From an optimization exercise on the open Yosys and OpenROAD flow, aimed at a short achievable clock period and few clock cycles; shortcuts taken in it are not production practice. Function was checked by simulation only, so behaviour that the tests miss may differ from the original. No activity file was given, so power comes from the tool's default toggle rates.

`design/flow/config.mk`:
```
export PLATFORM = sky130hd
export DESIGN_NAME = pipelined_processor
export DESIGN_NICKNAME = pipelined_processor
export VERILOG_FILES = /design/flow/design.v
export SDC_FILE = /design/flow/constraint.sdc
export NUM_CORES = 8
export LEC_CHECK = 0
export CAP_MARGIN = 20
export CORE_MARGIN = 2
export CORE_UTILIZATION = 40
export PLACE_DENSITY = 0.6
export SLEW_MARGIN = 20
```
`design/flow/design.v`:
```
module Adder(
	input [63:0] a,b, 
	output wire [63:0] out
);
	assign out = a + b;
endmodule
module mux(
  input sel,
  input [63:0] a,  
  input [63:0] b,
  output reg [63:0] data_out
);
always @ (sel or a or b)
begin
  if (sel) 
    data_out = a;
  else
    data_out = b;
end
endmodule
module InstructionParser (
  input [31:0] instruction,
  output reg [6:0] opcode,
  output reg [4:0] rd,
  output reg [2:0] funct3,
  output reg [4:0] rs1,
  output reg [4:0] rs2,
  output reg [6:0] funct7
);
  always @ (instruction)
  begin 
    opcode = instruction[6:0];
    rd = instruction[11:7];
    funct3 = instruction[14:12];
    rs1 = instruction[19:15];
    rs2 = instruction[24:20];
    funct7 = instruction[31:25];
  end
endmodule
module ImmDataExtractor(
  input [31:0] instruction,
  output reg [63:0] imm_data
  );
always@(instruction)
	begin
	case(instruction[6]) 
		1'b0:  
			case(instruction[5]) 
				1'b0:  
					imm_data = {{52{instruction[31]}}, instruction[31:20]};
				1'b1:  
					imm_data = {{52{instruction[31]}}, instruction[31:25], instruction[11:7]};
			endcase
		1'b1:  
			imm_data = {{52{instruction[31]}}, instruction[31], instruction[7], instruction[30:25], instruction[11:8]};
	endcase
end
endmodule
module Control_Unit(
	input [6:0] opcode,
	output reg Branch, MemRead, MemToReg, MemWrite, ALUSrc, RegWrite,
	output reg [1:0] ALUOp
);
always @ (*)
begin
	case (opcode)
		7'b0110011:  
			{ALUSrc, MemToReg, RegWrite, MemRead, MemWrite, Branch, ALUOp} = 8'b00100010;
		7'b0000011:  
			{ALUSrc, MemToReg, RegWrite, MemRead, MemWrite, Branch, ALUOp} = 8'b11110000;
		7'b0100011:  
			{ALUSrc, MemToReg, RegWrite, MemRead, MemWrite, Branch, ALUOp} = 8'b10001000;
		7'b1100011:  
			{ALUSrc, MemToReg, RegWrite, MemRead, MemWrite, Branch, ALUOp} = 8'b00000101;
		7'b0010011:  
			{ALUSrc, MemToReg, RegWrite, MemRead, MemWrite, Branch, ALUOp} = 8'b10100010;
		default:     
			{ALUSrc, MemToReg, RegWrite, MemRead, MemWrite, Branch, ALUOp} = 8'b00000000;
	endcase
end
endmodule
module hazard_mux(
  input sel,
  input Branch, MemRead, MemToReg, MemWrite, ALUSrc, RegWrite,
  input [1:0] ALUOp,
  output reg [7:0] out
);
always @ (*)
begin
  if (sel) 
    out = {ALUSrc, MemToReg, RegWrite, MemRead, MemWrite, Branch, ALUOp};
  else
    out = 8'b00000000;
end
endmodule
module Hazard_Detection
(
	input id_ex_memread,
	input[4:0] id_ex_rd, if_id_rs1, if_id_rs2,
	output reg PCWrite, if_id_write, control_mux_sel
);
	always @ (*)
	begin
		if ((id_ex_memread) && ((id_ex_rd == if_id_rs1) ||  (id_ex_rd == if_id_rs2)))
		begin
			PCWrite = 1'b0;
			if_id_write = 1'b0;
			control_mux_sel = 1'b0;
		end
	    else
		begin
			PCWrite = 1'b1;
			if_id_write = 1'b1;
			control_mux_sel = 1'b1;
		end
	end
endmodule
module registerFile(
	input [63:0] WriteData,
	input [4:0] rs1,
	input [4:0] rs2,
	input [4:0] rd,
	output reg [63:0] readData1,
	output reg [63:0] readData2,
	input clk, reset, RegWrite
);
reg [63:0] Registers [31:1];
always @ (posedge clk)
begin
	if (RegWrite && (rd != 5'd0))
		Registers[rd] <= WriteData;
end
always @ (*)
begin
	if (rs1 == 5'd0)
		readData1 = 64'd0;
	else if (RegWrite && (rd == rs1))
		readData1 = WriteData;
	else
		readData1 = Registers[rs1];
	if (rs2 == 5'd0)
		readData2 = 64'd0;
	else if (RegWrite && (rd == rs2))
		readData2 = WriteData;
	else
		readData2 = Registers[rs2];
end
endmodule
module Program_Counter
(
	input clk, reset,
	input [63:0] PC_In,
	input PCWrite,
	output reg [63:0] PC_Out
);
always @ (posedge clk)
begin
	if (reset == 1)
		PC_Out <= 64'd0;
	else if (PCWrite == 1)
		PC_Out <= PC_In;
end
endmodule
module IF_ID(
  input clk,
  input reset,
  input flush,
  input if_id_write,
  input [31:0] Instruction,
  input [63:0] Inst_Addr,
  output reg [31:0] Instruction_Out,
  output reg [63:0] Inst_Addr_Out
);
always @ (posedge clk)
begin
if ((if_id_write == 1) && (flush == 0))
begin
  Instruction_Out <= Instruction;
  Inst_Addr_Out <= Inst_Addr;
end
if (flush == 1)
begin
    Instruction_Out <= 32'h00000000;
    Inst_Addr_Out <=  64'h0000000000000000;
end
if (reset == 1)
    Instruction_Out <= 32'h00000000;
end
endmodule
module ID_EX(
  input clk,
  input reset,
  input flush,
  input [63:0] Inst_Addr,
  output reg [63:0] Inst_Addr_Out,
  input [4:0] rs1,
  output reg [4:0] rs1_Out,
  input [4:0] rs2,
  output reg [4:0] rs2_Out,
  input [4:0] rd,
  output reg [4:0] rd_Out,
  input [63:0] ReadData1, 
  output reg [63:0] ReadData1_Out,
  input [63:0] ReadData2,
  output reg [63:0] ReadData2_Out,
  input [63:0] ImmediateData,
  output reg [63:0] ImmediateData_Out,
  input [3:0] Funct_Instruction,  
  output reg [3:0] Funct_Out,  
  input [1:0] WB,
  output reg [1:0] WB_Out,
  input [2:0] M,
  output reg [2:0] M_Out,
  input [2:0] EX,
  output reg [1:0] ALUOp,
  output reg ALUSrc
);
always @ (posedge clk)
begin
  if ((flush == 1) || (reset == 1))
   begin
  Inst_Addr_Out <= 64'h0000000000000000;
  rs1_Out <= 5'b00000;
  rs2_Out <= 5'b00000;
  rd_Out <= 5'b00000;
  ReadData1_Out <= 64'h0000000000000000;
  ReadData2_Out <= 64'h0000000000000000;
  ImmediateData_Out <= 64'h0000000000000000;
  Funct_Out <= 4'b0000;
  WB_Out <= 2'b00;
  M_Out <= 3'b000;
  ALUOp <= 2'b00;
  ALUSrc <= 1'b0;
 end
 else
 begin
  Inst_Addr_Out <= Inst_Addr;
  rs1_Out <= rs1;
  rs2_Out <= rs2;
  rd_Out <= rd;
  ReadData1_Out <= ReadData1;
  ReadData2_Out <= ReadData2;
  ImmediateData_Out <= ImmediateData;
  Funct_Out <= Funct_Instruction;
  WB_Out <= WB;
  M_Out <= M;
  ALUOp <= EX[1:0];
  ALUSrc <= EX[2];
  end
end
endmodule
module MEM_WB(
  input clk,
  input reset,
  input flush,
  input [1:0] WB,
  output reg [1:0] WB_Out,
  input [2:0] M,
  output reg Branch, MemWrite, MemRead,
  input [63:0] Adder_Result,
  output reg [63:0] Adder_Result_Out,
  input comp,
  output reg comp_Out,
  input [63:0] ALU_Result,
  output reg [63:0] ALU_Result_Out,
  input [63:0] Forward_B_Mux_Result,
  output reg [63:0] Forward_B_Mux_Result_Out,
  input [4:0] rd,
  output reg [4:0] rd_out
);
always @ (posedge clk)
begin
if ((flush == 0) && (reset == 0))
begin
  WB_Out <= WB;
  {Branch, MemWrite, MemRead} <= M;
  Adder_Result_Out <= Adder_Result;
  comp_Out <= comp;
  ALU_Result_Out <= ALU_Result;
  Forward_B_Mux_Result_Out <= Forward_B_Mux_Result;
  rd_out <= rd;
end
else
begin
  WB_Out <= 2'b00;
  {Branch, MemWrite, MemRead} <= 3'b000;
  Adder_Result_Out <= 64'h0000000000000000;
  comp_Out <= 1'b0;
  ALU_Result_Out <= 64'h0000000000000000;
  Forward_B_Mux_Result_Out <= 64'h0000000000000000;
  rd_out <= 5'b00000;
end
end
endmodule
module EX_MEM
(
    input clk,
    input reset,
    input [1:0] WB,
    output reg Mem_to_Reg, Reg_Write,
    input [63:0] Read_Data,
    output reg [63:0] Read_Data_out,
    input [4:0] rd,
    output reg [4:0] rd_out,
    input [63:0] Mem_Address,
    output reg [63:0] Mem_Address_out
);
    always@(posedge clk)
    begin
      Mem_to_Reg <= WB[0];
      Reg_Write <= reset ? 1'b0 : WB[1];
      Read_Data_out <= Read_Data;
      rd_out <= rd;
      Mem_Address_out <= Mem_Address;
    end
endmodule
module ALU_Control(
	input [1:0] ALUOp,
	input [3:0] Funct,
	output reg [3:0] Operation
);
always @ (ALUOp or Funct)
begin
	case (ALUOp)
		2'b00:
			Operation = 4'b0010;
		2'b01:
			Operation = 4'b0110;
		2'b10:
			case (Funct)
				4'b0000:
					Operation = 4'b0010;
				4'b1000:
					Operation = 4'b0110;
				4'b0111:
					Operation = 4'b0000;
				4'b0110:
					Operation = 4'b0001;
				default:
					Operation = 4'b0010;
			endcase
		default:
			Operation = 4'b0010;
	endcase
end
endmodule
module alu_64(
	input [63:0] a,b,
	input [3:0] ALUOp,
	output reg [63:0] Result,
	output reg CarryOut,
	output reg less  
);
always @ (a or b or ALUOp)
begin
	case(ALUOp)
	4'b0000:
		Result = a & b;
	4'b0010:
		Result = a + b;
	4'b0001:
		Result = a | b;
	4'b0110:
		Result = a - b;
	4'b1100:
		Result = ~a & ~b;
	default:
		Result = a + b;
	endcase
	if (Result == 0)            
		CarryOut = 1;
	else
		CarryOut = 0;
	if (a[63] != b[63])         
		less = a[63];
	else if (Result[63] == 1)
		less = 1;
	else
		less = 0;
end
endmodule
module branch_control(
	input [3:0] Funct,
	input less,
	input  CarryOut,
	output reg comp
);
always @ (*)
begin
	if ((Funct[2:0] == 3'b000) && ( CarryOut == 1'b1))
		comp = 1'b1;   
	else if ((Funct[2:0] == 3'b100) && ( less == 1'b1))
		comp = 1'b1;  
	else
		comp = 1'b0;
end
endmodule
module forward_A_mux (
	input [1:0] ForwardA,
	input[63:0] id_ex_input,
	input[63:0] mem_wb_input,
	input[63:0] ex_mem_input,
	output reg [63:0] a
);
	always @ (*)
	begin
		case (ForwardA)
			2'b01 : a = mem_wb_input;
			2'b10 : a = ex_mem_input;
			default : a = id_ex_input;
		endcase
	end
endmodule
module forward_B_mux (
	input [1:0] ForwardB,
	input[63:0] id_ex_input,
	input[63:0] mem_wb_input,
	input[63:0] ex_mem_input,
	output reg [63:0] b
);
	always @ (*)
	begin
		case (ForwardB)
			2'b01 : b = mem_wb_input;
			2'b10 : b = ex_mem_input;
			default : b = id_ex_input;
		endcase
	end
endmodule
module forwarding_unit 
(
	input [4:0] id_ex_rs1,
	input [4:0] id_ex_rs2,
	input ex_mem_RegWrite, 
	input [4:0] ex_mem_rd,
	input mem_wb_RegWrite,
	input [4:0] mem_wb_rd,
	output reg [1:0] ForwardA,
	output reg [1:0] ForwardB
);
	always @ (*)
	begin
		ForwardA = 2'b00;
		ForwardB = 2'b00;
		if(ex_mem_RegWrite == 1'b1) begin
			if(ex_mem_rd != 5'b0) begin
				if(ex_mem_rd == id_ex_rs1) begin
					ForwardA = 2'b10;
				end
			end
		end
		if(mem_wb_RegWrite == 1'b1) 
		begin
			if(mem_wb_rd != 5'b0) 
			begin
				if(mem_wb_rd == id_ex_rs1) 
				begin
					if(ex_mem_RegWrite != 1'b1)
						ForwardA = 2'b01;
					if(ex_mem_rd == 5'b0)
						ForwardA = 2'b01;
					if(ex_mem_rd != id_ex_rs1)
						ForwardA = 2'b01;					
				end
			end
		end
		if(ex_mem_RegWrite == 1'b1) begin
			if(ex_mem_rd != 5'b0) begin
				if(ex_mem_rd == id_ex_rs2) begin
					ForwardB = 2'b10;
				end
			end
		end
		if(mem_wb_RegWrite == 1'b1) begin
			if(mem_wb_rd != 5'b0) begin
				if(mem_wb_rd == id_ex_rs2) begin
					if(ex_mem_RegWrite != 1'b1)
						ForwardB = 2'b01;
					if(ex_mem_rd == 5'b0)
						ForwardB = 2'b01;
					if(ex_mem_rd != id_ex_rs2)
						ForwardB = 2'b01;					
				end
			end
		end
	end
endmodule
module pipelined_processor (
	input clk,     
	input reset,   
	output [63:0] imem_addr,
	input  [31:0] imem_rdata,
	output [63:0] dmem_addr,
	output [63:0] dmem_wdata,
	output        dmem_we,
	input  [63:0] dmem_rdata
);
	wire pc_select;  
	wire [63:0] pc_default_out;  
	wire [63:0] mem_branch_out;  
	wire [63:0] pc_mux_out;  
	wire [63:0] PC_Out;
	wire [31:0] instruction;
	wire [31:0] id_Instruction_Out;
	wire [63:0] if_id_Inst_Addr_Out;
	wire [6:0] opcode;
	wire [4:0] id_rs1;
	wire [4:0] id_rs2;
	wire [4:0] id_rd;
	wire [2:0] funct3; 
	wire [6:0] funct7; 
	wire [3:0] Funct;
	wire [63:0] readData1;
	wire [63:0] readData2;
	wire [63:0] imm_data;
	wire Branch, RegWrite, MemRead, MemToReg, MemWrite, ALUSrc;
	wire [1:0] ALUOp;
	wire [63:0] id_ex_Inst_Addr_Out;
	wire [4:0] ex_rs1;
	wire [4:0] ex_rs2;
	wire [4:0] ex_rd;
	wire [63:0] ex_readData1;
	wire [63:0] ex_readData2;
	wire [63:0] ex_imm_data;
	wire [3:0] ex_Funct;
	wire [1:0] ex_WB_out;
	wire [2:0] ex_M_out;
	wire ex_ALUSrc;
	wire [1:0] ex_ALUOp;
	wire [63:0] forward_mux_a_out;
	wire [63:0] forward_mux_b_out;
	wire [63:0] register_file_mux_out;
	wire [1:0] ForwardA;
	wire [1:0] ForwardB;
	wire [63:0] branch_adder_out;
	wire [3:0] alu_c_aluop;
	wire [63:0] alu_result;
	wire Zero, less, comp;
	wire [1:0] mem_WB_out;
	wire mem_Branch, mem_MemWrite, mem_MemRead, mem_comp;
	wire [63:0] mem_alu_result, mem_WriteData;
	wire [4:0] mem_rd;
	wire [63:0] data_memory_readData, wb_readData;
	wire wb_MemToReg, wb_RegWrite;
	wire [4:0] wb_rd;
	wire [63:0] wb_alu_result, WriteData;
	wire if_id_write, PCWrite, hm_sel;	
	wire [7:0] hm_id_ex;
	wire flush;
	assign Funct = {id_Instruction_Out[30] & opcode[5], id_Instruction_Out[14:12]};
	assign pc_select = mem_Branch & mem_comp;
	assign flush = pc_select;
	Hazard_Detection hd(
		.id_ex_memread(ex_M_out[0]),
		.id_ex_rd(ex_rd), 
		.if_id_rs1(id_rs1), 
		.if_id_rs2(id_rs2),
		.PCWrite(PCWrite), 
		.if_id_write(if_id_write), 
		.control_mux_sel(hm_sel)
	);
	hazard_mux hm(
		.sel(hm_sel),
                  	.Branch(Branch), 
	  	.MemRead(MemRead),
	  	.MemToReg(MemToReg),
	  	.MemWrite(MemWrite), 
	  	.ALUSrc(ALUSrc), 
	  	.RegWrite(RegWrite),
  	  	.ALUOp(ALUOp),
  	  	.out(hm_id_ex)
	);
	mux pc_mux(
		.sel(pc_select), 
		.a(mem_branch_out), 
		.b(pc_default_out),
		.data_out(pc_mux_out)
	);
	Program_Counter pc0(
		.PC_In(pc_mux_out),
		.PC_Out(PC_Out),
		.clk(clk),
		.reset(reset),
		.PCWrite(PCWrite | pc_select)
	);
	Adder pc_default_adder(
		.a(PC_Out),
		.b(64'd4),
		.out(pc_default_out)
	);
	assign imem_addr = PC_Out;
	assign instruction = imem_rdata;
	IF_ID if_id
	(
		.clk(clk),
		.reset(reset),
		.flush(flush),
		.Instruction(instruction),
		.Inst_Addr(PC_Out),
		.Instruction_Out(id_Instruction_Out),
		.Inst_Addr_Out(if_id_Inst_Addr_Out),
		.if_id_write(if_id_write)
	);
	InstructionParser ip0 (
		.opcode(opcode),
		.instruction(id_Instruction_Out),
		.rs1(id_rs1),
		.rs2(id_rs2),
		.rd(id_rd),
		.funct3(funct3),
		.funct7(funct7)
	);
	registerFile rf(
		.WriteData(WriteData), 
		.rs1(id_rs1),
		.rs2(id_rs2),
		.rd(wb_rd),
		.readData1(readData1),
		.readData2(readData2),
		.RegWrite(wb_RegWrite),
		.clk(clk),
		.reset(reset)
	);
	ImmDataExtractor ide0(
		.instruction(id_Instruction_Out),
		.imm_data(imm_data)
	);
	Control_Unit cu(
		.opcode(opcode),
		.Branch(Branch),
		.ALUOp(ALUOp),
		.RegWrite(RegWrite),
		.MemRead(MemRead),
		.MemToReg(MemToReg),
		.MemWrite(MemWrite),
		.ALUSrc(ALUSrc)
	);
	ID_EX id_ex
	(
		.flush(flush),
		.reset(reset),
		.clk(clk),
		.Inst_Addr(if_id_Inst_Addr_Out),
		.Inst_Addr_Out(id_ex_Inst_Addr_Out),
		.rs1(id_rs1),
		.rs1_Out(ex_rs1),
		.rs2(id_rs2),
		.rs2_Out(ex_rs2),
		.rd(id_rd),
		.rd_Out(ex_rd),
		.ReadData1(readData1),
		.ReadData1_Out(ex_readData1),
		.ReadData2(readData2),
		.ReadData2_Out(ex_readData2),
		.ImmediateData(imm_data),
		.ImmediateData_Out(ex_imm_data),
		.Funct_Instruction(Funct),
		.Funct_Out(ex_Funct),
		.WB({hm_id_ex[5], hm_id_ex[6]}),
		.WB_Out(ex_WB_out),
		.M({hm_id_ex[2], hm_id_ex[3], hm_id_ex[4]}),
		.M_Out(ex_M_out),
		.EX({hm_id_ex[7], hm_id_ex[1:0]}),
		.ALUOp(ex_ALUOp),
		.ALUSrc(ex_ALUSrc)
	);
	forward_A_mux fam0(
		.ForwardA(ForwardA),
		.id_ex_input(ex_readData1),
		.mem_wb_input(WriteData),
		.ex_mem_input(mem_alu_result),
		.a(forward_mux_a_out)
	);
	forward_B_mux fbm0(
		.ForwardB(ForwardB),
		.id_ex_input(ex_readData2),
		.mem_wb_input(WriteData),
		.ex_mem_input(mem_alu_result),
		.b(forward_mux_b_out)
	);
	Adder pc_branch_adder(
		.a(id_ex_Inst_Addr_Out),
		.b(ex_imm_data << 1),  
		.out(branch_adder_out) 
	);
	mux register_file_mux(
		.sel(ex_ALUSrc),
		.a(ex_imm_data),
		.b(forward_mux_b_out),
		.data_out(register_file_mux_out)
	);
	ALU_Control alu_c(
		.ALUOp(ex_ALUOp),
		.Funct(ex_Funct),
		.Operation(alu_c_aluop)
	);
	alu_64 a(
		.a(forward_mux_a_out),
		.b(register_file_mux_out),
		.ALUOp(alu_c_aluop),
		.Result(alu_result),
		.CarryOut(Zero),
		.less(less)
	);
	forwarding_unit fu0(
		.id_ex_rs1(ex_rs1),
		.id_ex_rs2(ex_rs2),
		.ex_mem_RegWrite(mem_WB_out[1]),
		.ex_mem_rd(mem_rd),
		.mem_wb_RegWrite(wb_RegWrite),
		.mem_wb_rd(wb_rd),
		.ForwardA(ForwardA),
		.ForwardB(ForwardB)
	);
	branch_control bc0
	(
		.Funct(ex_Funct),
		.less(less),
		.CarryOut(Zero),
		.comp(comp)
	);
	MEM_WB mem_wb
	(
		.clk(clk),
		.reset(reset),
		.flush(flush),
		.WB(ex_WB_out),
		.WB_Out(mem_WB_out),
		.M(ex_M_out),
		.Branch(mem_Branch),
		.MemWrite(mem_MemWrite),
		.MemRead(mem_MemRead),
		.Adder_Result(branch_adder_out),
		.Adder_Result_Out(mem_branch_out),
		.comp(comp),
		.comp_Out(mem_comp),
		.ALU_Result(alu_result),
		.ALU_Result_Out(mem_alu_result),
		.Forward_B_Mux_Result(forward_mux_b_out),
		.Forward_B_Mux_Result_Out(mem_WriteData),
		.rd(ex_rd),
		.rd_out(mem_rd)
	);
	assign dmem_addr = mem_alu_result;
	assign dmem_wdata = mem_WriteData;
	assign dmem_we = mem_MemWrite;
	assign data_memory_readData = dmem_rdata;
	EX_MEM ex_mem
	(
		.clk(clk),
		.reset(reset),
		.WB(mem_WB_out),
		.Mem_to_Reg(wb_MemToReg),
		.Reg_Write(wb_RegWrite),
		.Read_Data(data_memory_readData),
		.Read_Data_out(wb_readData),
		.rd(mem_rd),
		.rd_out(wb_rd),
		.Mem_Address(mem_alu_result),
		.Mem_Address_out(wb_alu_result)
	);
	mux data_memory_mux(
		.sel(wb_MemToReg),
		.a(wb_readData),
		.b(wb_alu_result),
		.data_out(WriteData)
	);
endmodule
```
`design/flow/constraint.sdc`:
```
create_clock -name core_clock -period 8.5 [get_ports {clk}]
set_input_delay 1.7000 -clock core_clock [delete_from_list [all_inputs] [get_ports {clk}]]
set_output_delay 1.7000 -clock core_clock [all_outputs]
set_load 0.01 [all_outputs]
```
`design/flow/run.sh`:
```
#!/bin/bash
# synth_recipe.tcl (not shown) runs the flow's synth.tcl, then flattens the netlist and writes it again
# the make line also repeats each setting of config.mk as NAME=value (left out here)
make -C /OpenROAD-flow-scripts/flow DESIGN_CONFIG=/design/flow/config.mk WORK_HOME=/design/flow/orfs CLKGATE_MAP_FILE= SYNTH_SCRIPT=/design/flow/synth_recipe.tcl finish
```
==> flow_summary.ini <==
[status]
outcome = no timing/DRC/antenna violations

[grt]
global_route_wire_length_before_repair_um = 648000
grt_max_degree = 125
vias_in_the_first_global_route = 85742
groute.usage.overall_pct = 28.0
grt_antenna_before_repair = 37
grt-ovfl-total = 0

[logic_synthesis]
syn_avg_cell_area_um2 = 14.4
netlist-cell-type-count = 103
postSynthNetCount = 9076
synth_warnings = 18
post-synth-top-area-fraction_pct = 47.0
ys_seq_area_share_pct = 58.4
synth_area_um2 = 127000
synth_enable_flop_cells = 1984
synth.largest_area_cell = edfxtp_1
postSynth.topFlopCell = edfxtp_1
ys_seq_elements = 2710
synth.area.top_cells = edfxtp_1, mux4_2, dfxtp_1
ys_async_sr_fraction_pct = 0
synthesis.instances = 8834

[sta]
tightestPinTransition_ns = 1.28
hold_viol_final = 0
report.final.setup_viol = 0
period_needed_ns = 8.16
final.setup_skew_ns = 0.0625
timing_max_transition_violations_final = 0
final.hold.worst_slack_ns = 0.337
ratio_of_final_minimum_period_to_clock_period_pct = 96.0
maxSlewHeadroom_pct = 13.7
fin_setup_tns_ns = 0
grt_setup_unrepaired = no
achievable_freq_ghz = 0.123

[place]
place.detailed.hpwl_um = 288000
placement.cell_area_um2 = 136000
dp_cells = 13008
io_buffers = 290
globalplace.congestion = 0.981

[floorplanning]
dieWidth_um = 567
core_area_um2 = 315000
boundaryPins = 291
initial_utilization_pct = 40.2
die-height_um = 567
fp.dieArea_um2 = 322000
fp-row-count = 206

[min_path]
worstHoldPathType = reg2reg
worstHoldPathCells = 0

[power]
power.leakage_uw = 0.0483
cellPowerDensity_nw_per_um2 = 219
worst_ir_drop_vdd_v = 0.000164

[clocking]
cts.root.buffer_cell = clkbuf_16
ctsHtreeMaxLevel = 5
clock_insertion_delay_worst_skew_ns = 0.88
cts.path.max_buffers = 4
tritoncts = yes
cts_made_buffers = 293
numClockSinks = 2710
clkTransAtPathRegs_ns = 0.06

[final_layout]
seqCellArea_um2 = 74200
multi_input_gate_area_um2 = 50500
layout_common_cells = edfxtp_1, mux4_2, dfxtp_1
post-route-cell-area_um2 = 146000
total_number_of_nets_in_the_final_design = 9388
commonest_non_fill_non_tap_cell_in_the_layout = edfxtp_1
final_cells = 13559
area_delta_synth_final_pct = 14.9
post_route_cells_drive_above_1_share_pct = 22.4
final.fill_count = 27290

[worst_setup_path]
critPathMostFrequentCell = buf_4
slowest_delay_ns = 0.61
end_kind = register
ff2ff_path_depth = 31
critPathRequiredTime_ns = 9.26
crit_path_top_delay_cell = o31ai_2
worst_ep_arrival_ns = 8.92
critical_path_peak_fanout = 14
critical_path_class = reg2reg
startpoint_type = register

[route]
detailroute.via_count = 87308
wl_um = 463000
first_drt_iteration_drcs = 11700
drc = 0
first_pass_iters = 8
detail_route.wl_per_cell_um = 34.2
detail-route-antenna-nets = 0
drt-vias-per-instance = 6.44

[run]
drv.max_cap_violation_count = 0
==> state kept, by name, summed over array words and instances, names as in the netlist, 12 cells and up <==
| signal | cells |
|---|---|
| id_ex.ImmediateData_Out | 12 |
| if_id.Inst_Addr_Out | 64 |
| mem_wb.Forward_B_Mux_Result_Out | 64 |
| id_ex.ReadData1_Out | 64 |
| id_ex.Inst_Addr_Out | 64 |
| id_ex.ReadData2_Out | 64 |
| pc0.PC_Out | 64 |
| mem_wb.ALU_Result_Out | 64 |
| rf.Registers | 1984 |
| ex_mem.Read_Data_out | 64 |
| ex_mem.Mem_Address_out | 64 |
| if_id.Instruction_Out | 32 |
| mem_wb.Adder_Result_Out | 64 |
==> cell usage after synthesis, drive strengths merged, types with 62 or more instances <==
master,n
o221ai,77
a21o,62
a211oi,72
a21oi,581
a22oi,73
xor2,113
dfxtp,726
nor3,187
nand3,81
buf,192
nor2,567
o21ai,385
mux2,266
edfxtp,1984
clkbuf,467
ha,142
a221oi,236
nand2,490
xnor2,130
mux2i,302
nor2b,80
mux4,876
and2,137
==> per-layer routing <==
layer	global-route usage [%]	up-vias	routed length, µm
met5	0	-	57
met4	10.5	12	19200
met3	6.53	885	48400
met2	43.3	5133	209000
met1	38.4	45512	187000
li1	-	35766	-
==> cell type report <==
cell class              instances  share of cell area, %
diodes                         24                 0.0412
clock buffers                 359                   5.44
repair buffers                676                   4.24
clock inverters               165                   1.10
multi-input cells            5408                   34.6
well taps                    4160                   3.57
inverters                      57                  0.147
flip-flops and latches       2710                   50.9
==> path summary, 6_finish.rpt <==
kind | slack [ns] | end | start
hold reg to reg | 0.34 | ex_mem.Mem_to_Reg | mem_wb.WB_Out[0]
setup reg to reg | 0.34 | mem_wb.comp_Out | mem_wb.rd_out[4]
hold / removal | 0.34 | ex_mem.Mem_to_Reg | mem_wb.WB_Out[0]
setup / recovery | 0.34 | mem_wb.comp_Out | mem_wb.rd_out[4]
==> critical path: cells and delay by family, from the launching register on <==
family                     cells  cell delay (ns)
AOI/OAI and AO/OA              9             2.46
adders and majority gates      2             0.70
and+or+nand+nor               14             3.46
buffers and inverters          5             0.98
xor gates and xnor gates       1             0.10
DFF                            1             0.35
==> where the power goes <==
group / switching (µW) / internal, µW / leakage, µW
Combinational: 2610 / 1350 / 0.0195
Clock: 5400 / 7450 / 0.00468
Sequential: 314 / 14800 / 0.0241
==> stage by stage <==
step	util (%)	total power (µW)	worst slack, ns
floorplan	-	17300	0.825
global route	46.2	32800	0.0111
finish	46.3	31900	0.338
detailed placement	43.2	19200	0.199
global placement	43.1	19200	0.0355
CTS	46.2	32000	0.134
==> logic make-up (layout without fill, tap and decap cells) <==
logic type	count (synthesis)	in the layout	share of synthesized area, %
AO/OA/AOI/OAI	1773	1773	9.18
adder cells (fa/ha/maj)	166	166	1.61
flip-flops	2710	2710	58.4
XOR/XNOR	243	243	1.68
AND/OR/NAND/NOR	1782	1782	6.58
multiplexers	1444	1444	20.3
other	0	24	0
buffers and inverters	716	1257	2.22
==> what timing repair did <==
item	4_1_cts	5_1_grt
hold buffers	0	0
gates resized for setup	0	9
endpoints found under the setup margin	0	1
setup buffers	0	2
Testbench counts, summed over its fixed seeds: cycles 43,592.

-- static timing again, ports no longer ideal --
How much do the figures lean on ideal ports? The routed layout below was timed once more, with nothing changed but the port constraints.
Step 1 sets driving cells, clkbuf_16 on the clock port and buf_2 on the other inputs (assumed; they add their load-dependent delay and slew).
Step 2 also shifts input and output timing later by t, the mid clock arrival at the registers, as if the neighbouring blocks saw the same clock.
a / b / c = ideal / step 1 / step 2; a / b = the first two.
t (ns): 0.957
slack for setup (ns): 0.338 / 0.338 / 0.338
worst setup path after step 2: register to register
clock arrival spread, ns: 0.072 / 0.071
After both steps this run still meets setup and hold. The setup slack of this run moves by 0.000 ns with the drivers and by 0.000 ns with both steps.
